Source: an optimization exercise on an open RTL-to-GDS flow (aim: small area, a short achievable clock period and few clock cycles). Production flows keep margins and buffers that such runs may drop.
Function was checked by simulation only, so behaviour that the tests miss may differ from the original.

==> flow/design.v, too long to show whole: its modules and the start of the top module <==
// module Bicubic: 409 lines
// module cubic_kernel: 989 lines
// module tmul: 445 lines
// module kfa: 4 lines
// module kha: 4 lines
module Bicubic #(parameter fraction_bits = 15)
(
input CLK,
input RST,
input enable,
input [7:0] input_data,
output logic [13:0] iaddr,
output logic ird,
output logic we,
output logic [13:0] waddr,
output logic [7:0] output_data,
input [6:0] V0,
input [6:0] H0,
input [4:0] SW,
input [4:0] SH,
input [5:0] TW,
input [5:0] TH,
output logic DONE
);
  // ...
==> flow/run.sh <==
#!/bin/bash
# synth_recipe.tcl (not shown) runs the flow's synth.tcl, then flattens the netlist and writes it again
# the make line also repeats each setting of config.mk as NAME=value (left out here)
make -C /OpenROAD-flow-scripts/flow DESIGN_CONFIG=/design/flow/config.mk WORK_HOME=/design/flow/orfs CLKGATE_MAP_FILE= SYNTH_SCRIPT=/design/flow/synth_recipe.tcl finish
==> flow/config.mk <==
export PLATFORM = sky130hd
export DESIGN_NAME = Bicubic
export DESIGN_NICKNAME = Bicubic
export VERILOG_FILES = /design/flow/design.v
export SDC_FILE = /design/flow/constraint.sdc
export NUM_CORES = 4
export LEC_CHECK = 0
export CAP_MARGIN = 20
export CORE_MARGIN = 2
export CORE_UTILIZATION = 40
export SLEW_MARGIN = 20
export SYNTH_HIERARCHICAL = 1
export SYNTH_MINIMUM_KEEP_SIZE = 0
==> flow/constraint.sdc <==
create_clock -name core_clock -period 55.0 [get_ports {CLK}]
set_input_delay 11.0000 -clock core_clock [delete_from_list [all_inputs] [get_ports {CLK}]]
set_output_delay 11.0000 -clock core_clock [all_outputs]
set_load 0.01 [all_outputs]
==> flow_metrics.tcl, run 1 <==
set metrics [dict create \
    placed_area_um2 62700 \
    cts_max_level 3 \
    cp_num_cells 1 \
    grtUsageTotal_pct 20.2 \
    cts_buffers 86 \
    startpoint "iaddr[3]$_DFFE_PP_" \
    post-route-period-util_pct 23.1 \
    dpl.cell_count 6732 \
    io_buffers 83 \
    drc 0 \
    taps 1930 \
    io_pins 86 \
    finalMaxSlewViolations 0 \
    place_congestion 0.889 \
    post-cts-setup-buffers 0 \
    outcome "finished clean" \
    maxUsedRoutingLayer "met4" \
    worst_slack_ns 42.30 \
    nFillCells 13400 \
    n_clock_buffer 106 \
    grt_max_degree 74 \
    cp-start-kind "flip-flop" \
    min_to "tg2_last$_DFF_P_" \
    clk_path_buf_depth 3 \
    multi_input_area_um2 35400 \
    multi_input_area_share_pct 54.1 \
    r2r_slack_ns 42.67 \
    holdWs_ns 0.324 \
]
Testbench counts, summed over its fixed seeds: cycles 90,839.
==> module Bicubic, before the edit <==
module Bicubic #(parameter fraction_bits = 15)
(
input CLK,
input RST,
input enable,
input [7:0] input_data,
output logic [13:0] iaddr,
output logic ird,
output logic we,
output logic [13:0] waddr,
output logic [7:0] output_data,
input [6:0] V0,
input [6:0] H0,
input [4:0] SW,
input [4:0] SH,
input [5:0] TW,
input [5:0] TH,
output logic DONE
);
localparam JS_IDLE = 2'd0, JS_DIV = 2'd1, JS_RUN = 2'd2, JS_END = 2'd3;
reg [1:0] js;
reg [3:0] dcnt;
reg [5:0] rTW, rTW1, rTH1, rRows;    
reg [6:0] rH0, rV0m1;
reg [6:0] remx, remy;
reg [15:0] qx, qy;
wire eqS = qy[15];                   
wire [6:0] dvx = (dcnt == 0) ? remx : {remx[5:0], 1'b0};
wire [6:0] dvy = (dcnt == 0) ? remy : {remy[5:0], 1'b0};
wire [7:0] dsx = {1'b0, dvx} - {2'b0, rTW1};
wire [7:0] dsy = {1'b0, dvy} - {2'b0, rTH1};
wire start_run = (js == JS_DIV) && (dcnt == 4'd15);
always @(posedge CLK or posedge RST) begin
    if (RST) begin
        js <= JS_IDLE;
        dcnt <= 0;
    end else begin
        case (js)
            JS_IDLE: if (enable) begin js <= JS_DIV; dcnt <= 0; end
            JS_DIV: begin
                dcnt <= dcnt + 1'b1;
                if (dcnt == 4'd15) js <= JS_RUN;
            end
            default: ;
        endcase
    end
end
always @(posedge CLK) begin
    if (js == JS_IDLE) begin
        rTW <= TW;
        rTW1 <= TW - 1'b1;
        rTH1 <= TH - 1'b1;
        rRows <= {1'b0, SH} + 6'd2;
        rH0 <= H0;
        rV0m1 <= V0 - 1'b1;
        remx <= {2'b0, SW - 1'b1};
        remy <= {2'b0, SH - 1'b1};
    end else if (js == JS_DIV) begin
        if (!dsx[7]) begin remx <= dsx[6:0]; qx <= {qx[14:0], 1'b1}; end
        else begin remx <= dvx; qx <= {qx[14:0], 1'b0}; end
        if (!dsy[7]) begin remy <= dsy[6:0]; qy <= {qy[14:0], 1'b1}; end
        else begin remy <= dvy; qy <= {qy[14:0], 1'b0}; end
    end
end
reg tu_busy, tu_own;                 
reg [15:0] tu_tmp;
reg [14:0] tu_f;
wire pr_req, cs_req;
wire [14:0] pr_f, cs_f;
wire tu_gpr = !tu_busy && pr_req;
wire tu_gcs = !tu_busy && !pr_req && cs_req;
wire [14:0] tu_fin = tu_gpr ? pr_f : cs_f;
wire [15:0] tu_ma = tu_busy ? tu_tmp : {1'b0, tu_fin};
wire [14:0] tu_mb = tu_busy ? tu_f : tu_fin;
wire [30:0] tu_p;
tmul u_tmul(.a(tu_ma), .b(tu_mb), .p(tu_p));
wire [15:0] tu_t3 = tu_p[30:15];
always @(posedge CLK or posedge RST) begin
    if (RST) tu_busy <= 0;
    else tu_busy <= tu_gpr || tu_gcs;
end
always @(posedge CLK) begin
    if (!tu_busy) begin
        tu_tmp <= tu_p[29:14];
        tu_f <= tu_fin;
        tu_own <= tu_gcs;
    end
end
reg [6:0]  bX0 [0:1];                
reg        bdx [0:1];                
reg        bv1 [0:1];                
reg [14:0] bf  [0:1][0:1];           
reg [15:0] bt2 [0:1][0:1];
reg [15:0] bt3 [0:1][0:1];
reg [1:0]  bfull;
reg [19:0] QX; reg [5:0] RX;
wire [6:0] rxs = {1'b0, RX} + {1'b0, remx[5:0]};
wire [7:0] rxd = {1'b0, rxs} - {2'b0, rTW1};
wire       rxc = !rxd[7];
wire [19:0] QXn = QX + {4'b0, qx} + rxc;
wire [5:0] RXn = rxc ? rxd[5:0] : rxs[5:0];
localparam CS_OFF = 2'd0, CS_COL = 2'd1, CS_WT = 2'd2, CS_FIN = 2'd3;
reg [1:0] cs_st;
reg cs_b, cs_c;
reg [5:0] cs_i;
wire cs_valid = cs_i < rTW;
wire cs_xf = |QX[14:10];
wire [6:0] cs_X = rH0 + {2'b0, QX[19:15]};
assign cs_req = (cs_st == CS_COL) && !bfull[cs_b] && cs_valid && cs_xf;
assign cs_f = QX[14:0];
wire cs_colgo = (cs_st == CS_COL) && !bfull[cs_b] && (!(cs_valid && cs_xf) || tu_gcs);
wire cs_coldone = cs_colgo && !(cs_valid && cs_xf) || (cs_st == CS_WT);
wire fe_freebank;                    
wire fe_fb_cur;
always @(posedge CLK or posedge RST) begin
    if (RST) begin
        cs_st <= CS_OFF;
        bfull <= 2'b00;
    end else begin
        if (start_run) begin
            cs_st <= CS_COL;
            bfull <= 2'b00;
        end else begin
            case (cs_st)
                CS_COL: if (cs_colgo && cs_valid && cs_xf) cs_st <= CS_WT;
                        else if (cs_colgo && cs_c) cs_st <= CS_FIN;
                CS_WT:  cs_st <= cs_c ? CS_FIN : CS_COL;
                CS_FIN: cs_st <= cs_valid ? CS_COL : CS_OFF;
                default: ;
            endcase
            if (cs_st == CS_FIN) bfull[cs_b] <= 1'b1;
            if (fe_freebank) bfull[fe_fb_cur] <= 1'b0;
        end
    end
end
always @(posedge CLK) begin
    if (start_run) begin
        cs_b <= 0; cs_c <= 0; cs_i <= 0;
        QX <= 0; RX <= 0;
    end else begin
        if (cs_st == CS_COL && cs_colgo) begin
            if (!cs_c) bX0[cs_b] <= cs_X;
            else begin
                bdx[cs_b] <= cs_X != bX0[cs_b];
                bv1[cs_b] <= cs_valid;
            end
            bf[cs_b][cs_c] <= cs_xf ? QX[14:0] : 15'd0;
            if (!(cs_valid && cs_xf)) begin
                bt2[cs_b][cs_c] <= 0;
                bt3[cs_b][cs_c] <= 0;
            end
        end
        if (tu_busy && tu_own) begin
            bt2[cs_b][cs_c] <= tu_tmp;
            bt3[cs_b][cs_c] <= tu_t3;
        end
        if (cs_coldone) begin
            QX <= QXn; RX <= RXn;
            cs_i <= cs_i + 1'b1;
            cs_c <= ~cs_c;
        end
        if (cs_st == CS_FIN) cs_b <= ~cs_b;
    end
end
localparam FE_OFF = 2'd0, FE_GRP = 2'd1, FE_ROW = 2'd2;
reg [1:0] fe_st;
reg fb;
reg [2:0] slot;
reg [5:0] rr;
reg [13:0] rowaddr, rdaddr;
reg [1:0] pend;
wire oe_pop;
assign fe_fb_cur = tg3_bank;
wire col1v = bv1[fb];
wire samex = !bdx[fb];
wire [13:0] grprow = ({7'b0, bX0[fb]} * 14'd100) - 14'd100 + {7'b0, rV0m1};
wire row_start = (fe_st == FE_ROW) && (slot == 0) && ((pend != 2'd2) || oe_pop);
wire slot_act = (fe_st == FE_ROW) && ((slot != 0) || row_start);
wire last_slot = slot_act && ((slot == 3'd4) || (slot == 3'd3 && !col1v));
wire s_read = slot_act && !(slot == 3'd4 && samex);
wire s_fire = slot_act && (slot == 3'd3 || slot == 3'd4);
wire lastrow = (rr == rRows);
reg tg1_sh, tg1_fire, tg1_c, tg1_alt, tg1_last, tg1_free, tg1_bank;
reg tg2_sh, tg2_fire, tg2_c, tg2_alt, tg2_last, tg2_free, tg2_bank;
reg tg3_fire, tg3_c, tg3_alt, tg3_last, tg3_free, tg3_bank;
always @(posedge CLK or posedge RST) begin
    if (RST) begin
        fe_st <= FE_OFF;
        pend <= 0;
        ird <= 0;
        tg1_sh <= 0; tg1_fire <= 0; tg2_sh <= 0; tg2_fire <= 0; tg3_fire <= 0;
    end else begin
        if (start_run) begin
            fe_st <= FE_GRP;
            pend <= 0;
        end else begin
            case (fe_st)
                FE_GRP: if (bfull[fb]) fe_st <= FE_ROW;
                FE_ROW: if (last_slot && lastrow) fe_st <= FE_GRP;
                default: ;
            endcase
            pend <= pend + row_start - oe_pop;
        end
        ird <= s_read;
        tg1_sh <= s_read;
        tg1_fire <= s_fire;
        tg2_sh <= tg1_sh;
        tg2_fire <= tg1_fire;
        tg3_fire <= tg2_fire;
    end
end
always @(posedge CLK) begin
    if (start_run) fb <= 0;
    if (fe_st == FE_GRP && bfull[fb]) begin
        rowaddr <= grprow;
        rr <= 0;
        slot <= 0;
    end
    if (slot_act) begin
        if (s_read) begin
            iaddr <= (slot == 0) ? rowaddr : rdaddr;
            rdaddr <= ((slot == 0) ? rowaddr : rdaddr) + 14'd100;
        end
        slot <= last_slot ? 3'd0 : slot + 1'b1;
        if (last_slot) begin
            rowaddr <= rowaddr + 1'b1;
            rr <= rr + 1'b1;
            if (lastrow) fb <= ~fb;
        end
    end
    tg1_c <= (slot == 3'd4);
    tg1_alt <= eqS && (rr == 6'd4);
    tg1_last <= last_slot;
    tg1_free <= last_slot && lastrow;
    tg1_bank <= fb;
    tg2_c <= tg1_c; tg2_alt <= tg1_alt; tg2_last <= tg1_last;
    tg2_free <= tg1_free; tg2_bank <= tg1_bank;
    tg3_c <= tg2_c; tg3_alt <= tg2_alt; tg3_last <= tg2_last;
    tg3_free <= tg2_free; tg3_bank <= tg2_bank;
end
reg [7:0] sr [0:3];
always @(posedge CLK) begin
    if (tg2_sh) begin
        sr[0] <= sr[1]; sr[1] <= sr[2]; sr[2] <= sr[3]; sr[3] <= input_data;
    end
end
wire fire = tg3_fire;
assign fe_freebank = fire && tg3_free;
reg [19:0] QY; reg [5:0] RY;
reg [5:0] jp;
wire [6:0] rys = {1'b0, RY} + {1'b0, remy[5:0]};
wire [7:0] ryd = {1'b0, rys} - {2'b0, rTH1};
wire       ryc = !ryd[7];
wire [19:0] QYn = QY + {4'b0, qy} + ryc;
wire [5:0] RYn = ryc ? ryd[5:0] : rys[5:0];
reg pr_on, pr_wait, pvalid;
reg [14:0] pf; reg [15:0] pt2, pt3;
reg pstep, plast, pj0;
wire oe_load;
wire pr_free = !pvalid || oe_load;
wire pr_yf = |QY[14:10];
assign pr_req = pr_on && !pr_wait && pr_free && pr_yf;
assign pr_f = QY[14:0];
wire pr_go = pr_on && !pr_wait && pr_free && (!pr_yf || tu_gpr);
always @(posedge CLK or posedge RST) begin
    if (RST) begin
        pr_on <= 0; pr_wait <= 0; pvalid <= 0;
    end else begin
        if (start_run) begin
            pr_on <= 1; pr_wait <= 0; pvalid <= 0;
        end else begin
            if (pr_go) pr_wait <= pr_yf;
            else if (pr_wait) pr_wait <= 0;
            if (pr_go) pvalid <= !pr_yf;
            else if (pr_wait) pvalid <= 1;
            else if (oe_load) pvalid <= 0;
        end
    end
end
wire plast_n = (jp == rTH1);
always @(posedge CLK) begin
    if (start_run) begin
        QY <= 0; RY <= 0; jp <= 0;
    end else if (pr_go) begin
        pf <= pr_yf ? QY[14:0] : 15'd0;
        if (!pr_yf) begin pt2 <= 0; pt3 <= 0; end
        pstep <= !plast_n && (QYn[19:15] != QY[19:15]);
        plast <= plast_n;
        pj0 <= (jp == 0);
        if (plast_n) begin QY <= 0; RY <= 0; jp <= 0; end
        else begin QY <= QYn; RY <= RYn; jp <= jp + 1'b1; end
    end
    if (tu_busy && !tu_own) begin
        pt2 <= tu_tmp;
        pt3 <= tu_t3;
    end
end
reg [7:0] nH [0:1][0:1];             
reg [7:0] nA [0:1][0:1];
reg       nX [0:1][0:1];
reg [1:0] nvalid;
reg wptr, rptr;
reg [7:0] W [0:1][0:3];              
reg oe_on, rv, need_pop, oc;
reg [2:0] initcnt;
reg [5:0] oi0;
reg [11:0] rowbase;
reg [14:0] rf; reg [15:0] rt2, rt3;
reg rstep, rlast, rj0;
reg d1;
wire olastc = ({1'b0, oi0} + 7'd1) < {1'b0, rTW};
wire issue = oe_on && rv && !fire;
wire last_issue = issue && (oc == olastc);
wire grp_end = last_issue && rlast;
wire all_end = grp_end && (({1'b0, oi0} + 7'd2) >= {1'b0, rTW});
wire head_v = nvalid[rptr];
wire step_now = last_issue && rstep;
wire pop_step = head_v && (need_pop || step_now);
wire pop_init = oe_on && head_v && (initcnt != 0) && !rv;
assign oe_pop = pop_step || pop_init;
wire need_pop_after = (need_pop || step_now) && !pop_step;
wire [2:0] initcnt_after = grp_end ? (all_end ? 3'd0 : 3'd4) : (initcnt - pop_init);
assign oe_load = oe_on && pvalid && (!rv || last_issue) && !need_pop_after &&
                 (initcnt_after == 0) && !grp_end;
wire ryf = |rf[14:10];
always @(posedge CLK or posedge RST) begin
    if (RST) begin
        oe_on <= 0; rv <= 0; need_pop <= 0; initcnt <= 0;
        nvalid <= 0; wptr <= 0; rptr <= 0;
        d1 <= 0; DONE <= 0;
    end else begin
        if (start_run) begin
            oe_on <= 1; rv <= 0; need_pop <= 0; initcnt <= 3'd4;
            nvalid <= 0; wptr <= 0; rptr <= 0;
        end else begin
            if (all_end) oe_on <= 0;
            initcnt <= initcnt_after;
            need_pop <= need_pop_after;
            if (oe_load) rv <= 1;
            else if (last_issue) rv <= 0;
            if (oe_pop) begin
                nvalid[rptr] <= 1'b0;
                rptr <= ~rptr;
            end
            if (fire && tg3_last) begin
                nvalid[wptr] <= 1'b1;
                wptr <= ~wptr;
            end
        end
        d1 <= all_end;
        if (d1) DONE <= 1'b1;
    end
end
integer c;
always @(posedge CLK) begin
    if (start_run) begin
        oi0 <= 0; rowbase <= 0; oc <= 0;
    end
    if (issue) oc <= last_issue ? 1'b0 : ~oc;
    if (last_issue) begin
        if (rlast) begin
            oi0 <= oi0 + 6'd2;
            rowbase <= 0;
        end else
            rowbase <= rowbase + {6'b0, rTW};
    end
    if (oe_load) begin
        rf <= pf; rt2 <= pt2; rt3 <= pt3;
        rstep <= pstep; rlast <= plast; rj0 <= pj0;
    end
    if (oe_pop) begin
        for (c = 0; c < 2; c = c + 1) begin
            W[c][0] <= W[c][1];
            W[c][1] <= W[c][2];
            W[c][2] <= W[c][3];
            if (pop_init)
                W[c][3] <= nH[rptr][c];
            else if (nX[rptr][c])
                W[c][3] <= ryf ? nH[rptr][c] : nA[rptr][c];
            else
                W[c][3] <= rj0 ? W[c][3] : nH[rptr][c];
        end
    end
end
wire [7:0] kp0 = fire ? sr[0] : W[oc][0];
wire [7:0] kp1 = fire ? sr[1] : W[oc][1];
wire [7:0] kp2 = fire ? sr[2] : W[oc][2];
wire [7:0] kp3 = fire ? sr[3] : W[oc][3];
wire [14:0] kf = fire ? bf[tg3_bank][tg3_c] : rf;
wire [15:0] kt2 = fire ? bt2[tg3_bank][tg3_c] : rt2;
wire [15:0] kt3 = fire ? bt3[tg3_bank][tg3_c] : rt3;
wire [7:0] kres;
cubic_kernel u_kernel(.pm1(kp0), .p0(kp1), .p1(kp2), .p2(kp3), .f(kf), .t2(kt2), .t3(kt3), .q(kres));
always @(posedge CLK or posedge RST) begin
    if (RST) we <= 0;
    else we <= issue;
end
always @(posedge CLK) begin
    if (issue) begin
        output_data <= kres;
        waddr <= {2'b0, rowbase + {6'b0, oi0} + {11'b0, oc}};
    end
    if (fire) begin
        nH[wptr][tg3_c] <= kres;
        nA[wptr][tg3_c] <= tg3_alt ? sr[2] : sr[0];
        nX[wptr][tg3_c] <= |kf[14:10];
    end
end
endmodule
==> inputs of run 2 (changes only) <==
--- a/flow/design.v
+++ b/flow/design.v
@@ -17,7 +17,7 @@
 input [5:0] TH,
 output logic DONE
 );
-localparam JS_IDLE = 2'd0, JS_DIV = 2'd1, JS_RUN = 2'd2, JS_END = 2'd3;
+localparam JS_IDLE = 2'd0, JS_DIV = 2'd1, JS_RUN = 2'd2;
 reg [1:0] js;
 reg [3:0] dcnt;
 reg [5:0] rTW, rTW1, rTH1, rRows;    
@@ -62,27 +62,37 @@
         else begin remy <= dvy; qy <= {qy[14:0], 1'b0}; end
     end
 end
+reg [19:0] QX; reg [5:0] RX;
+wire [6:0] rxs = {1'b0, RX} + {1'b0, remx[5:0]};
+wire [7:0] rxd = {1'b0, rxs} - {2'b0, rTW1};
+wire       rxc = !rxd[7];
+wire [19:0] QXn = QX + {4'b0, qx} + rxc;
+wire [5:0] RXn = rxc ? rxd[5:0] : rxs[5:0];
+reg [19:0] QY; reg [5:0] RY;
+reg [5:0] jp;
+wire [6:0] rys = {1'b0, RY} + {1'b0, remy[5:0]};
+wire [7:0] ryd = {1'b0, rys} - {2'b0, rTH1};
+wire       ryc = !ryd[7];
+wire [19:0] QYn = QY + {4'b0, qy} + ryc;
+wire [5:0] RYn = ryc ? ryd[5:0] : rys[5:0];
 reg tu_busy, tu_own;                 
 reg [15:0] tu_tmp;
-reg [14:0] tu_f;
-wire pr_req, cs_req;
-wire [14:0] pr_f, cs_f;
-wire tu_gpr = !tu_busy && pr_req;
-wire tu_gcs = !tu_busy && !pr_req && cs_req;
-wire [14:0] tu_fin = tu_gpr ? pr_f : cs_f;
-wire [15:0] tu_ma = tu_busy ? tu_tmp : {1'b0, tu_fin};
-wire [14:0] tu_mb = tu_busy ? tu_f : tu_fin;
+wire cs_req, pr_req, tu_rel;
+wire tu_gcs = !tu_busy && cs_req;
+wire tu_gpr = !tu_busy && !cs_req && pr_req;
+wire [14:0] tu_fr = (tu_busy ? tu_own : tu_gcs) ? QX[14:0] : QY[14:0];
+wire [15:0] tu_ma = tu_busy ? tu_tmp : {1'b0, tu_fr};
 wire [30:0] tu_p;
-tmul u_tmul(.a(tu_ma), .b(tu_mb), .p(tu_p));
+tmul u_tmul(.a(tu_ma), .b(tu_fr), .p(tu_p));
 wire [15:0] tu_t3 = tu_p[30:15];
 always @(posedge CLK or posedge RST) begin
     if (RST) tu_busy <= 0;
-    else tu_busy <= tu_gpr || tu_gcs;
+    else if (tu_gcs || tu_gpr) tu_busy <= 1;
+    else if (tu_busy && (tu_own || tu_rel)) tu_busy <= 0;
 end
 always @(posedge CLK) begin
-    if (!tu_busy) begin
+    if (tu_gcs || tu_gpr) begin
         tu_tmp <= tu_p[29:14];
-        tu_f <= tu_fin;
         tu_own <= tu_gcs;
     end
 end
@@ -93,12 +103,6 @@
 reg [15:0] bt2 [0:1][0:1];
 reg [15:0] bt3 [0:1][0:1];
 reg [1:0]  bfull;
-reg [19:0] QX; reg [5:0] RX;
-wire [6:0] rxs = {1'b0, RX} + {1'b0, remx[5:0]};
-wire [7:0] rxd = {1'b0, rxs} - {2'b0, rTW1};
-wire       rxc = !rxd[7];
-wire [19:0] QXn = QX + {4'b0, qx} + rxc;
-wire [5:0] RXn = rxc ? rxd[5:0] : rxs[5:0];
 localparam CS_OFF = 2'd0, CS_COL = 2'd1, CS_WT = 2'd2, CS_FIN = 2'd3;
 reg [1:0] cs_st;
 reg cs_b, cs_c;
@@ -107,7 +111,6 @@
 wire cs_xf = |QX[14:10];
 wire [6:0] cs_X = rH0 + {2'b0, QX[19:15]};
 assign cs_req = (cs_st == CS_COL) && !bfull[cs_b] && cs_valid && cs_xf;
-assign cs_f = QX[14:0];
 wire cs_colgo = (cs_st == CS_COL) && !bfull[cs_b] && (!(cs_valid && cs_xf) || tu_gcs);
 wire cs_coldone = cs_colgo && !(cs_valid && cs_xf) || (cs_st == CS_WT);
 wire fe_freebank;                    
@@ -150,7 +153,7 @@
                 bt3[cs_b][cs_c] <= 0;
             end
         end
-        if (tu_busy && tu_own) begin
+        if (cs_st == CS_WT) begin
             bt2[cs_b][cs_c] <= tu_tmp;
             bt3[cs_b][cs_c] <= tu_t3;
         end
@@ -167,14 +170,14 @@
 reg fb;
 reg [2:0] slot;
 reg [5:0] rr;
-reg [13:0] rowaddr, rdaddr;
-reg [1:0] pend;
+reg [13:0] rowaddr;
+reg [2:0] pend;
 wire oe_pop;
 assign fe_fb_cur = tg3_bank;
 wire col1v = bv1[fb];
 wire samex = !bdx[fb];
 wire [13:0] grprow = ({7'b0, bX0[fb]} * 14'd100) - 14'd100 + {7'b0, rV0m1};
-wire row_start = (fe_st == FE_ROW) && (slot == 0) && ((pend != 2'd2) || oe_pop);
+wire row_start = (fe_st == FE_ROW) && (slot == 0) && (!pend[2] || oe_pop);
 wire slot_act = (fe_st == FE_ROW) && ((slot != 0) || row_start);
 wire last_slot = slot_act && ((slot == 3'd4) || (slot == 3'd3 && !col1v));
 wire s_read = slot_act && !(slot == 3'd4 && samex);
@@ -217,10 +220,7 @@
         slot <= 0;
     end
     if (slot_act) begin
-        if (s_read) begin
-            iaddr <= (slot == 0) ? rowaddr : rdaddr;
-            rdaddr <= ((slot == 0) ? rowaddr : rdaddr) + 14'd100;
-        end
+        if (s_read) iaddr <= ((slot == 0) ? rowaddr : iaddr + 14'd100);
         slot <= last_slot ? 3'd0 : slot + 1'b1;
         if (last_slot) begin
             rowaddr <= rowaddr + 1'b1;
@@ -246,70 +246,29 @@
 end
 wire fire = tg3_fire;
 assign fe_freebank = fire && tg3_free;
-reg [19:0] QY; reg [5:0] RY;
-reg [5:0] jp;
-wire [6:0] rys = {1'b0, RY} + {1'b0, remy[5:0]};
-wire [7:0] ryd = {1'b0, rys} - {2'b0, rTH1};
-wire       ryc = !ryd[7];
-wire [19:0] QYn = QY + {4'b0, qy} + ryc;
-wire [5:0] RYn = ryc ? ryd[5:0] : rys[5:0];
-reg pr_on, pr_wait, pvalid;
-reg [14:0] pf; reg [15:0] pt2, pt3;
-reg pstep, plast, pj0;
-wire oe_load;
-wire pr_free = !pvalid || oe_load;
-wire pr_yf = |QY[14:10];
-assign pr_req = pr_on && !pr_wait && pr_free && pr_yf;
-assign pr_f = QY[14:0];
-wire pr_go = pr_on && !pr_wait && pr_free && (!pr_yf || tu_gpr);
-always @(posedge CLK or posedge RST) begin
-    if (RST) begin
-        pr_on <= 0; pr_wait <= 0; pvalid <= 0;
-    end else begin
-        if (start_run) begin
-            pr_on <= 1; pr_wait <= 0; pvalid <= 0;
-        end else begin
-            if (pr_go) pr_wait <= pr_yf;
-            else if (pr_wait) pr_wait <= 0;
-            if (pr_go) pvalid <= !pr_yf;
-            else if (pr_wait) pvalid <= 1;
-            else if (oe_load) pvalid <= 0;
-        end
-    end
-end
-wire plast_n = (jp == rTH1);
-always @(posedge CLK) begin
-    if (start_run) begin
-        QY <= 0; RY <= 0; jp <= 0;
-    end else if (pr_go) begin
-        pf <= pr_yf ? QY[14:0] : 15'd0;
-        if (!pr_yf) begin pt2 <= 0; pt3 <= 0; end
-        pstep <= !plast_n && (QYn[19:15] != QY[19:15]);
-        plast <= plast_n;
-        pj0 <= (jp == 0);
-        if (plast_n) begin QY <= 0; RY <= 0; jp <= 0; end
-        else begin QY <= QYn; RY <= RYn; jp <= jp + 1'b1; end
-    end
-    if (tu_busy && !tu_own) begin
-        pt2 <= tu_tmp;
-        pt3 <= tu_t3;
-    end
-end
-reg [7:0] nH [0:1][0:1];             
-reg [7:0] nA [0:1][0:1];
-reg       nX [0:1][0:1];
-reg [1:0] nvalid;
-reg wptr, rptr;
+reg [7:0] nH [0:3][0:1];             
+reg [7:0] nA [0:3][0:1];
+reg       nX [0:3][0:1];
+reg [3:0] nvalid;
+reg [1:0] wptr, rptr;
 reg [7:0] W [0:1][0:3];              
-reg oe_on, rv, need_pop, oc;
+reg oe_on, pr_on, rv, need_pop, oc, gfirst;
 reg [2:0] initcnt;
 reg [5:0] oi0;
-reg [11:0] rowbase;
 reg [14:0] rf; reg [15:0] rt2, rt3;
 reg rstep, rlast, rj0;
 reg d1;
+wire g_yf = |QY[14:10];
+wire g_last = (jp == rTH1);
+wire g_step = !g_last && (QYn[19:15] != QY[19:15]);
+wire g_tready = tu_busy && !tu_own;
+assign pr_req = pr_on && g_yf && !tu_busy;
+wire pvalid = pr_on && (!g_yf || g_tready);
 wire olastc = ({1'b0, oi0} + 7'd1) < {1'b0, rTW};
-wire issue = oe_on && rv && !fire;
+wire ryf = |rf[14:10];
+wire fxf = |bf[tg3_bank][tg3_c][14:10];
+wire fire_k = fire && fxf;           
+wire issue = oe_on && rv && !(fire_k && ryf);
 wire last_issue = issue && (oc == olastc);
 wire grp_end = last_issue && rlast;
 wire all_end = grp_end && (({1'b0, oi0} + 7'd2) >= {1'b0, rTW});
@@ -320,31 +279,31 @@
 assign oe_pop = pop_step || pop_init;
 wire need_pop_after = (need_pop || step_now) && !pop_step;
 wire [2:0] initcnt_after = grp_end ? (all_end ? 3'd0 : 3'd4) : (initcnt - pop_init);
-assign oe_load = oe_on && pvalid && (!rv || last_issue) && !need_pop_after &&
-                 (initcnt_after == 0) && !grp_end;
-wire ryf = |rf[14:10];
+wire oe_load = oe_on && pvalid && (!rv || last_issue) && !need_pop_after &&
+               (initcnt_after == 0) && !grp_end;
+assign tu_rel = oe_load || cs_req;
 always @(posedge CLK or posedge RST) begin
     if (RST) begin
-        oe_on <= 0; rv <= 0; need_pop <= 0; initcnt <= 0;
+        oe_on <= 0; pr_on <= 0; rv <= 0; need_pop <= 0; initcnt <= 0;
         nvalid <= 0; wptr <= 0; rptr <= 0;
         d1 <= 0; DONE <= 0;
     end else begin
         if (start_run) begin
-            oe_on <= 1; rv <= 0; need_pop <= 0; initcnt <= 3'd4;
+            oe_on <= 1; pr_on <= 1; rv <= 0; need_pop <= 0; initcnt <= 3'd4;
             nvalid <= 0; wptr <= 0; rptr <= 0;
         end else begin
-            if (all_end) oe_on <= 0;
+            if (all_end) begin oe_on <= 0; pr_on <= 0; end
             initcnt <= initcnt_after;
             need_pop <= need_pop_after;
             if (oe_load) rv <= 1;
             else if (last_issue) rv <= 0;
             if (oe_pop) begin
                 nvalid[rptr] <= 1'b0;
-                rptr <= ~rptr;
+                rptr <= rptr + 1'b1;
             end
             if (fire && tg3_last) begin
                 nvalid[wptr] <= 1'b1;
-                wptr <= ~wptr;
+                wptr <= wptr + 1'b1;
             end
         end
         d1 <= all_end;
@@ -354,19 +313,24 @@
 integer c;
 always @(posedge CLK) begin
     if (start_run) begin
-        oi0 <= 0; rowbase <= 0; oc <= 0;
+        oi0 <= 0; oc <= 0; gfirst <= 1;
+        QY <= 0; RY <= 0; jp <= 0;
     end
-    if (issue) oc <= last_issue ? 1'b0 : ~oc;
-    if (last_issue) begin
-        if (rlast) begin
-            oi0 <= oi0 + 6'd2;
-            rowbase <= 0;
-        end else
-            rowbase <= rowbase + {6'b0, rTW};
+    if (issue) begin
+        oc <= last_issue ? 1'b0 : ~oc;
+        gfirst <= 0;
+    end
+    if (grp_end) begin
+        oi0 <= oi0 + 6'd2;
+        gfirst <= 1;
     end
     if (oe_load) begin
-        rf <= pf; rt2 <= pt2; rt3 <= pt3;
-        rstep <= pstep; rlast <= plast; rj0 <= pj0;
+        rf <= g_yf ? QY[14:0] : 15'd0;
+        rt2 <= g_yf ? tu_tmp : 16'd0;
+        rt3 <= g_yf ? tu_t3 : 16'd0;
+        rstep <= g_step; rlast <= g_last; rj0 <= (jp == 0);
+        if (g_last) begin QY <= 0; RY <= 0; jp <= 0; end
+        else begin QY <= QYn; RY <= RYn; jp <= jp + 1'b1; end
     end
     if (oe_pop) begin
         for (c = 0; c < 2; c = c + 1) begin
@@ -382,13 +346,13 @@
         end
     end
 end
-wire [7:0] kp0 = fire ? sr[0] : W[oc][0];
-wire [7:0] kp1 = fire ? sr[1] : W[oc][1];
-wire [7:0] kp2 = fire ? sr[2] : W[oc][2];
-wire [7:0] kp3 = fire ? sr[3] : W[oc][3];
-wire [14:0] kf = fire ? bf[tg3_bank][tg3_c] : rf;
-wire [15:0] kt2 = fire ? bt2[tg3_bank][tg3_c] : rt2;
-wire [15:0] kt3 = fire ? bt3[tg3_bank][tg3_c] : rt3;
+wire [7:0] kp0 = fire_k ? sr[0] : W[oc][0];
+wire [7:0] kp1 = fire_k ? sr[1] : W[oc][1];
+wire [7:0] kp2 = fire_k ? sr[2] : W[oc][2];
+wire [7:0] kp3 = fire_k ? sr[3] : W[oc][3];
+wire [14:0] kf = fire_k ? bf[tg3_bank][tg3_c] : rf;
+wire [15:0] kt2 = fire_k ? bt2[tg3_bank][tg3_c] : rt2;
+wire [15:0] kt3 = fire_k ? bt3[tg3_bank][tg3_c] : rt3;
 wire [7:0] kres;
 cubic_kernel u_kernel(.pm1(kp0), .p0(kp1), .p1(kp2), .p2(kp3), .f(kf), .t2(kt2), .t3(kt3), .q(kres));
 always @(posedge CLK or posedge RST) begin
@@ -397,13 +361,15 @@
 end
 always @(posedge CLK) begin
     if (issue) begin
-        output_data <= kres;
-        waddr <= {2'b0, rowbase + {6'b0, oi0} + {11'b0, oc}};
+        output_data <= ryf ? kres : W[oc][1];
+        waddr <= gfirst ? {8'b0, oi0} :
+                 oc ? waddr + 1'b1 :
+                 waddr + {8'b0, rTW} - {13'b0, olastc};
     end
     if (fire) begin
-        nH[wptr][tg3_c] <= kres;
+        nH[wptr][tg3_c] <= fxf ? kres : sr[1];
         nA[wptr][tg3_c] <= tg3_alt ? sr[2] : sr[0];
-        nX[wptr][tg3_c] <= |kf[14:10];
+        nX[wptr][tg3_c] <= fxf;
     end
 end
 endmodule
--- a/flow/config.mk
+++ b/flow/config.mk
@@ -7,7 +7,7 @@
 export LEC_CHECK = 0
 export CAP_MARGIN = 20
 export CORE_MARGIN = 2
-export CORE_UTILIZATION = 40
+export CORE_UTILIZATION = 65
 export SLEW_MARGIN = 20
 export SYNTH_HIERARCHICAL = 1
 export SYNTH_MINIMUM_KEEP_SIZE = 0
==> flow_metrics.tcl, run 2 <==
set metrics [dict create \
    outcome "finished clean" \
    max_cap_violations 0 \
    cp_max_fo 72 \
    multi_input_area_um2 36400 \
    io_buffers 85 \
    post-route-period-util_pct 26.5 \
    die_y_um 309 \
    cts_tree "built" \
    core_um2 91800 \
    die_x_um 309 \
    antenna_found_initial 1 \
    timing.fmax_mhz 68.6 \
    routed_wl_um 149000 \
    die-area_um2 95300 \
    yosysWarnings 9 \
    grt_pass1_vias 39200 \
    grt_overflow 0 \
    drt_pass1_iterations 7 \
    clock_sinks 773 \
    cpMaxStageDelayCell "a21oi_1" \
    utilization_pct 71.0 \
    critPathTopFamily "adder cells" \
    fin_tns_setup_ns 0 \
    r2r_cells 43 \
    grtUsageTotal_pct 32.0 \
    clkLatencyLatePin_ns 0.67 \
    grt_max_degree 73 \
    syn_inst 4901 \
    fin_crit_ns 14.58 \
    cts-resized-gates 0 \
    place_congestion 0.963 \
    cp.required_ns 55.33 \
    path_clk_slew_ns 0.06 \
    relSlewSlack_pct 29.1 \
    r2r_slack_ns 40.42 \
    cp-start-kind "flip-flop" \
    syn_area_um2 60300 \
    grt_pass1_wl_um 230000 \
    r2r-end "nH[6][6]$_DFFE_PP_" \
    crit_path_end_kind "flip-flop" \
    num_vias 37900 \
    avgSynthCellArea_um2 12.3 \
    start_util_pct 65.7 \
    r2r_start "tg3_bank$_DFF_P_" \
    drive_gt1_share_pct 8.99 \
    setup_viol 0 \
    pre_cts_ws_ns 40.46 \
    timing.critical_path.buf_inv 5 \
    viasPerCell 6.07 \
    tightest_slew_ns 1.06 \
    timing.final.hold_violations 0 \
    cpMostUsedCell "fa_1" \
    hp-class "flip-flop to flip-flop" \
    cts_buffers 80 \
    arrival_ns 14.92 \
    io_pins 86 \
    drc 0 \
    critPathMaxStageDelay_ns 0.84 \
    cts_max_level 3 \
    layout_common_cells "and2_1, fa_1, edfxtp_1" \
    worst_slack_ns 40.42 \
    layout.nets 6008 \
    rows 111 \
    startpoint "tg3_bank$_DFF_P_" \
    post-cts-setup-buffers 0 \
    critical_path_class "flip-flop to flip-flop" \
    post_drt_wl_per_cell_um 23.8 \
    rsz0062_at_grt "no" \
    finalMaxSlewViolations 0 \
    cp_num_cells 43 \
    area_growth_pct 8.02 \
    seqCellArea_um2 22300 \
    first_iter_violations 3656 \
    root_buffer "clkbuf_16" \
    clk_path_buf_depth 3 \
    nFillCells 6547 \
    final_common_cell "and2_1" \
    hpwl_um 113000 \
    ctsHoldBuffers 0 \
    endpoint "nH[6][6]$_DFFE_PP_" \
    skew_ns 0.0528 \
    antenna_left 0 \
]
-- run 2: metal layers --
metal	vias up	GRT usage [%]	part of all wire [%]
li1	17000	-	-
met1	19500	47.9	44
met2	1263	50.2	46
met3	181	4.16	6.9
met4	0	7.92	2.2
met5	-	0	0
-- run 2: worst reg2reg max path: cells and delay by family, from the launching register on --
kind                       cells  cell delay, ns
AOI/OAI and AO/OA             11            2.96
xor gates and xnor gates       3            0.68
adders and majority gates     13            5.72
buffers and inverters          5            1.77
DFF                            1            0.31
muxes                          2            0.86
and+or+nand+nor                9            1.98
-- run 2: area by class of cell --
| type | count | area share (%) |
|---|---|---|
| well taps | 1243 | 2.39 |
| diodes | 1 | 0.00384 |
| multi-input cells | 3672 | 55.9 |
| clock inverters | 26 | 0.503 |
| flip-flops and latches | 773 | 34.2 |
| clock buffers | 119 | 3.44 |
| repair buffers | 158 | 2.15 |
| inverters | 256 | 1.47 |
-- run 2: per-stage QoR --
stage                     instances  hold slack, ns  area, µm²
after floorplan                4912           0.310      60400
after global placement         6102           0.313      62600
final                          6248           0.328      65200
after CTS                      6247           0.326      65200
after global routing           6247           0.334      65200
after detailed placement       6102           0.312      62600
-- run 2: worst min path at each step --
stage | start | endpoint | slack, ns | cells past startpoint
final | tg2_free$_DFF_P_ | tg3_free$_DFF_P_ | 0.33 | 0
after global routing | tg1_bank$_DFF_P_ | tg2_bank$_DFF_P_ | 0.33 | 0
after CTS | tg1_bank$_DFF_P_ | tg2_bank$_DFF_P_ | 0.33 | 0
after detailed placement | tg1_bank$_DFF_P_ | tg2_bank$_DFF_P_ | 0.31 | 0
after global placement | tg1_bank$_DFF_P_ | tg2_bank$_DFF_P_ | 0.31 | 0
after floorplan | tg1_alt$_DFF_P_ | tg2_alt$_DFF_P_ | 0.31 | 0
Testbench counts of run 2, summed over its fixed seeds: cycles 87,406.
==> inputs of run 3 (changes only) <==
--- a/flow/config.mk
+++ b/flow/config.mk
@@ -7,7 +7,7 @@
 export LEC_CHECK = 0
 export CAP_MARGIN = 20
 export CORE_MARGIN = 2
-export CORE_UTILIZATION = 65
+export CORE_UTILIZATION = 40
 export SLEW_MARGIN = 20
 export SYNTH_HIERARCHICAL = 1
 export SYNTH_MINIMUM_KEEP_SIZE = 0
==> flow_metrics.tcl, run 3 <==
set metrics [dict create \
    setup_viol 0 \
    tightest_slew_ns 1.18 \
    hold_depth 0 \
    die-area_um2 154000 \
    post_drt_wl_per_cell_um 22.3 \
    postLayoutCellArea_um2 66200 \
    holdWs_ns 0.319 \
    critical_path_class "flip-flop to flip-flop" \
    io_pins 86 \
    syn_area_um2 60300 \
    viasPerCell 5.37 \
    syn_inst 4901 \
    fin_crit_ns 14.48 \
    antenna_found_initial 9 \
    drt_pass1_iterations 5 \
    layout_common_cells "and2_1, fa_1, edfxtp_1" \
    hp-class "flip-flop to flip-flop" \
    timing.fmax_mhz 69.0 \
    drc 0 \
    place_congestion 0.902 \
    grt_pass1_wl_um 239000 \
    die_x_um 392 \
    cts_tree "built" \
    nFillCells 13600 \
    io_buffers 85 \
    area_growth_pct 9.74 \
    root_buffer "clkbuf_16" \
    timing.final.hold_violations 0 \
    cts_buffers 79 \
    grt_pass1_vias 39600 \
    post-cts-setup-buffers 0 \
    drive_gt1_share_pct 9.17 \
    critPathMaxStageDelay_ns 0.67 \
    max_cap_violations 0 \
    final_common_cell "and2_1" \
    cp_max_fo 65 \
    clock_sinks 773 \
    start_util_pct 40.3 \
    r2r_cells 43 \
    crit_path_end_kind "flip-flop" \
    yosysWarnings 9 \
    hpwl_um 117000 \
    layout.nets 6005 \
    fin_tns_setup_ns 0 \
    finalMaxSlewViolations 0 \
    skew_ns 0.0288 \
    utilization_pct 44.2 \
    cts_max_level 3 \
    relSlewSlack_pct 21.0 \
    outcome "finished clean" \
    avgSynthCellArea_um2 12.3 \
    cp-start-kind "flip-flop" \
    post-route-period-util_pct 26.3 \
    rsz0062_at_grt "no" \
    grtUsageTotal_pct 20.4 \
    clk_path_buf_depth 3 \
    cts-resized-gates 0 \
    grt_overflow 0 \
    path_clk_slew_ns 0.06 \
    cpMostUsedCell "fa_1" \
    routed_wl_um 156000 \
    grt_max_degree 66 \
    arrival_ns 14.85 \
    num_vias 37700 \
    rows 142 \
    antenna_left 0 \
    clkLatencyLatePin_ns 0.67 \
    core_um2 150000 \
    die_y_um 392 \
    first_iter_violations 2651 \
    placed_area_um2 63500 \
    cpMaxStageDelayCell "a21oi_1" \
    ctsHoldBuffers 0 \
    cp.required_ns 55.37 \
]
run 3: per-layer routing:
layer / GRT usage (%) / wire (µm) / vias up
met3: 2.96 / 8670 / 220
met2: 32.7 / 72300 / 969
met5: 0 / 15 / -
met1: 28.9 / 71100 / 19500
li1: - / - / 17000
met4: 6.03 / 4270 / 2
run 3: path summary, 6_finish.rpt:
kind	to	slack, ns	start
min reg2reg	tg3_bank$_DFF_P_	0.32	tg2_bank$_DFF_P_
max in group asynchronous	rptr[0]$_DFFE_PP0P_	43.70	RST
max reg2reg	nH[2][4]$_DFFE_PP_	40.52	tg3_c$_DFF_P_
max	nH[2][4]$_DFFE_PP_	40.52	tg3_c$_DFF_P_
min in group asynchronous	ird$_DFF_PP0_	10.83	RST
min	tg3_bank$_DFF_P_	0.32	tg2_bank$_DFF_P_
run 3: through the flow:
stage / std cells / worst slack, ns
6_report: 7022 / 40.52
2_1_floorplan: 4912 / 42.80
4_1_cts: 7018 / 40.40
5_1_grt: 7019 / 39.44
3_5_place_dp: 6872 / 40.45
3_3_place_gp: 6872 / 40.59
run 3: worst max-delay path, delay by kind of cell, from the launching register on:
| kind | cells | cell delay [ns] |
|---|---|---|
| adder cells (fa/ha/maj) | 14 | 5.92 |
| AO/OA/AOI/OAI | 11 | 2.74 |
| AND/OR/NAND/NOR | 9 | 2.01 |
| buffers and inverters | 4 | 1.08 |
| multiplexers | 2 | 0.98 |
| XOR/XNOR | 3 | 0.70 |
| flip-flops | 1 | 0.60 |
run 3: final cells by class:
type	instances	area [µm²]	area share (%)
antenna	3	7.51	0.0113
clock buffer	101	2200	3.33
clock inverter	45	398	0.601
inverter	256	961	1.45
multi-input combinational	3672	36400	55.0
sequential	773	22300	33.6
tap	2016	2520	3.81
timing repair buffer	156	1400	2.12
==> inputs of run 4 (changes only) <==
--- a/flow/design.v
+++ b/flow/design.v
@@ -185,7 +185,7 @@
 wire lastrow = (rr == rRows);
 reg tg1_sh, tg1_fire, tg1_c, tg1_alt, tg1_last, tg1_free, tg1_bank;
 reg tg2_sh, tg2_fire, tg2_c, tg2_alt, tg2_last, tg2_free, tg2_bank;
-reg tg3_fire, tg3_c, tg3_alt, tg3_last, tg3_free, tg3_bank;
+reg tg3_fire, tg3_c, tg3_alt, tg3_last, tg3_free, tg3_bank, tg3_xf;
 always @(posedge CLK or posedge RST) begin
     if (RST) begin
         fe_st <= FE_OFF;
@@ -237,6 +237,7 @@
     tg2_free <= tg1_free; tg2_bank <= tg1_bank;
     tg3_c <= tg2_c; tg3_alt <= tg2_alt; tg3_last <= tg2_last;
     tg3_free <= tg2_free; tg3_bank <= tg2_bank;
+    tg3_xf <= |bf[tg2_bank][tg2_c][14:10];
 end
 reg [7:0] sr [0:3];
 always @(posedge CLK) begin
@@ -265,8 +266,8 @@
 assign pr_req = pr_on && g_yf && !tu_busy;
 wire pvalid = pr_on && (!g_yf || g_tready);
 wire olastc = ({1'b0, oi0} + 7'd1) < {1'b0, rTW};
-wire ryf = |rf[14:10];
-wire fxf = |bf[tg3_bank][tg3_c][14:10];
+reg ryf;                             
+wire fxf = tg3_xf;
 wire fire_k = fire && fxf;           
 wire issue = oe_on && rv && !(fire_k && ryf);
 wire last_issue = issue && (oc == olastc);
@@ -326,6 +327,7 @@
     end
     if (oe_load) begin
         rf <= g_yf ? QY[14:0] : 15'd0;
+        ryf <= g_yf;
         rt2 <= g_yf ? tu_tmp : 16'd0;
         rt3 <= g_yf ? tu_t3 : 16'd0;
         rstep <= g_step; rlast <= g_last; rj0 <= (jp == 0);
==> flow_metrics.tcl, run 4 <==
set metrics [dict create \
    grt_use_met2_pct 33.4 \
    cts-resized-gates 0 \
    rsz0062_at_grt "no" \
    first_iter_violations 2873 \
    drive_gt1_share_pct 10.2 \
    arrival_ns 13.49 \
    drc 0 \
    grt_pass1_wl_um 240000 \
    start_util_pct 40.3 \
    skew_ns 0.0294 \
    timing.fmax_mhz 76.1 \
    avgSynthCellArea_um2 12.3 \
    cp.required_ns 55.35 \
    cp_max_fo 31 \
    relSlewSlack_pct 27.2 \
    core_um2 150000 \
    utilization_pct 44.2 \
    worst_slack_ns 41.86 \
    tightest_slew_ns 1.09 \
    rows 142 \
    outcome "finished clean" \
    cp-start-kind "flip-flop" \
    dpl.cell_count 6882 \
    post-cts-setup-buffers 0 \
    antenna_left 0 \
    nFillCells 13800 \
    hpwl_um 116000 \
    clk_path_buf_depth 3 \
    layout_common_cells "and2_1, fa_1, edfxtp_1" \
    area_growth_pct 9.60 \
    ctsHoldBuffers 0 \
    hp-class "flip-flop to flip-flop" \
    syn_area_um2 60500 \
    place_congestion 0.889 \
    die_x_um 393 \
    grt_pass1_vias 40100 \
    finalMaxSlewViolations 0 \
    setup_viol 0 \
    grt_overflow 0 \
    critPathMaxStageDelay_ns 0.71 \
    cts_buffers 78 \
    io_pins 86 \
    cpMostUsedCell "fa_1" \
    die-area_um2 154000 \
    max_cap_violations 0 \
    cts_max_level 3 \
    grtUsageTotal_pct 20.3 \
    clock_sinks 775 \
    use_met1_pct 28.8 \
    antenna_found_initial 7 \
    grt-busiest-layer "met2" \
    timing.final.hold_violations 0 \
    syn_inst 4903 \
    stdcell_count 7025 \
    fin_crit_ns 13.14 \
    drt_pass1_iterations 5 \
    fin_tns_setup_ns 0 \
    viasPerCell 5.39 \
    layout.nets 6013 \
    yosysWarnings 9 \
    io_buffers 85 \
    pre_cts_ws_ns 41.97 \
    crit_path_end_kind "flip-flop" \
    use_met3_pct 2.41 \
    die_y_um 393 \
    post-route-period-util_pct 23.9 \
    cts_tree "built" \
    root_buffer "clkbuf_16" \
    clkLatencyLatePin_ns 0.66 \
    cpMaxStageDelayCell "xnor2_1" \
    num_vias 37900 \
    post_drt_wl_per_cell_um 22.0 \
    final_common_cell "and2_1" \
    routed_wl_um 154000 \
    path_clk_slew_ns 0.06 \
    grt_max_degree 58 \
    critical_path_class "flip-flop to flip-flop" \
]
[run 4: final cells by class]
| type | instances | area, µm² | area share, % |
|---|---|---|---|
| clock buffers | 98 | 2100 | 3.16 |
| repair buffers | 161 | 1420 | 2.14 |
| clock inverters | 43 | 447 | 0.674 |
| well taps | 2016 | 2520 | 3.80 |
| inverters | 260 | 976 | 1.47 |
| multi-input cells | 3670 | 36500 | 55.1 |
| diodes | 2 | 5.00 | 0.00755 |
| flip-flops and latches | 775 | 22300 | 33.7 |
[run 4: path summary, 6_finish.rpt]
kind / start / end / slack [ns] / cells past startpoint
worst max-delay path: oc$_SDFFCE_PP0P_ / nH[5][6]$_DFFE_PP_ / 41.86 / 40
worst min-delay path: tg2_last$_DFF_P_ / tg3_last$_DFF_P_ / 0.33 / 0
worst max register to register: oc$_SDFFCE_PP0P_ / nH[5][6]$_DFFE_PP_ / 41.86 / 40
worst min register to register: tg2_last$_DFF_P_ / tg3_last$_DFF_P_ / 0.33 / 0
max in group asynchronous: RST / tu_busy$_DFFE_PP0P_ / 43.61 / 3
min in group asynchronous: RST / js[1]$_DFFE_PP0P_ / 10.86 / 3
[run 4: metal layers]
layer | part of all wire [%] | vias to the layer above
met3 | 5.3 | 183
met4 | 1.9 | 0
met2 | 47 | 947
li1 | - | 17100
met5 | 0 | -
met1 | 45 | 19700
[run 4: worst max-delay path, delay by kind of cell, from the launching register on]
| kind | cells | cell delay, ns |
|---|---|---|
| buffers and inverters | 5 | 1.29 |
| muxes | 3 | 1.17 |
| adders and majority gates | 13 | 5.94 |
| DFF | 1 | 0.40 |
| AOI/OAI and AO/OA | 9 | 1.42 |
| and+or+nand+nor | 7 | 1.64 |
| xor gates and xnor gates | 3 | 0.96 |
[run 4: per-stage QoR]
step	hold slack (ns)	cell area (µm²)
finish	0.326	66300
global route	0.334	66300
global placement	0.313	63700
detailed placement	0.315	63800
CTS	0.329	66300
floorplan	0.310	60500
Testbench counts of run 4, summed over its fixed seeds: cycles 87,406.

port drivers added, routing unchanged:
The results above use ideal ports. As a check the final layouts listed here were re-extracted and re-timed, cells and wires unchanged. Step 1: set_driving_cell puts a clkbuf_16 on CLK and a buf_2 on each other input, an assumption about the parent block. Step 2, shift: input delay + t, output delay - t, t = (earliest + latest rising clock arrival at the registers) / 2. This alone moves slack from input paths to output paths. Slacks: ideal / step 1 / step 2; pairs: ideal / step 1.
| run | t (ns) | setup WS [ns] | worst setup path at the end | worst slew at a driven data input, ns | pins driven straight from the clock port |
|---|---|---|---|---|---|
| run 1 | 0.724 | 42.302 / 42.237 / 42.474 | input to register | 0.09 | 1 |
| run 2 | 0.719 | 40.419 / 40.419 / 40.419 | register to register | 0.05 | 1 |
| run 3 | 0.714 | 40.517 / 40.517 / 40.517 | register to register | 0.07 | 1 |
| run 4 | 0.716 | 41.862 / 41.862 / 41.862 | register to register | 0.03 | 1 |
After both steps setup and hold are still met in every run listed.
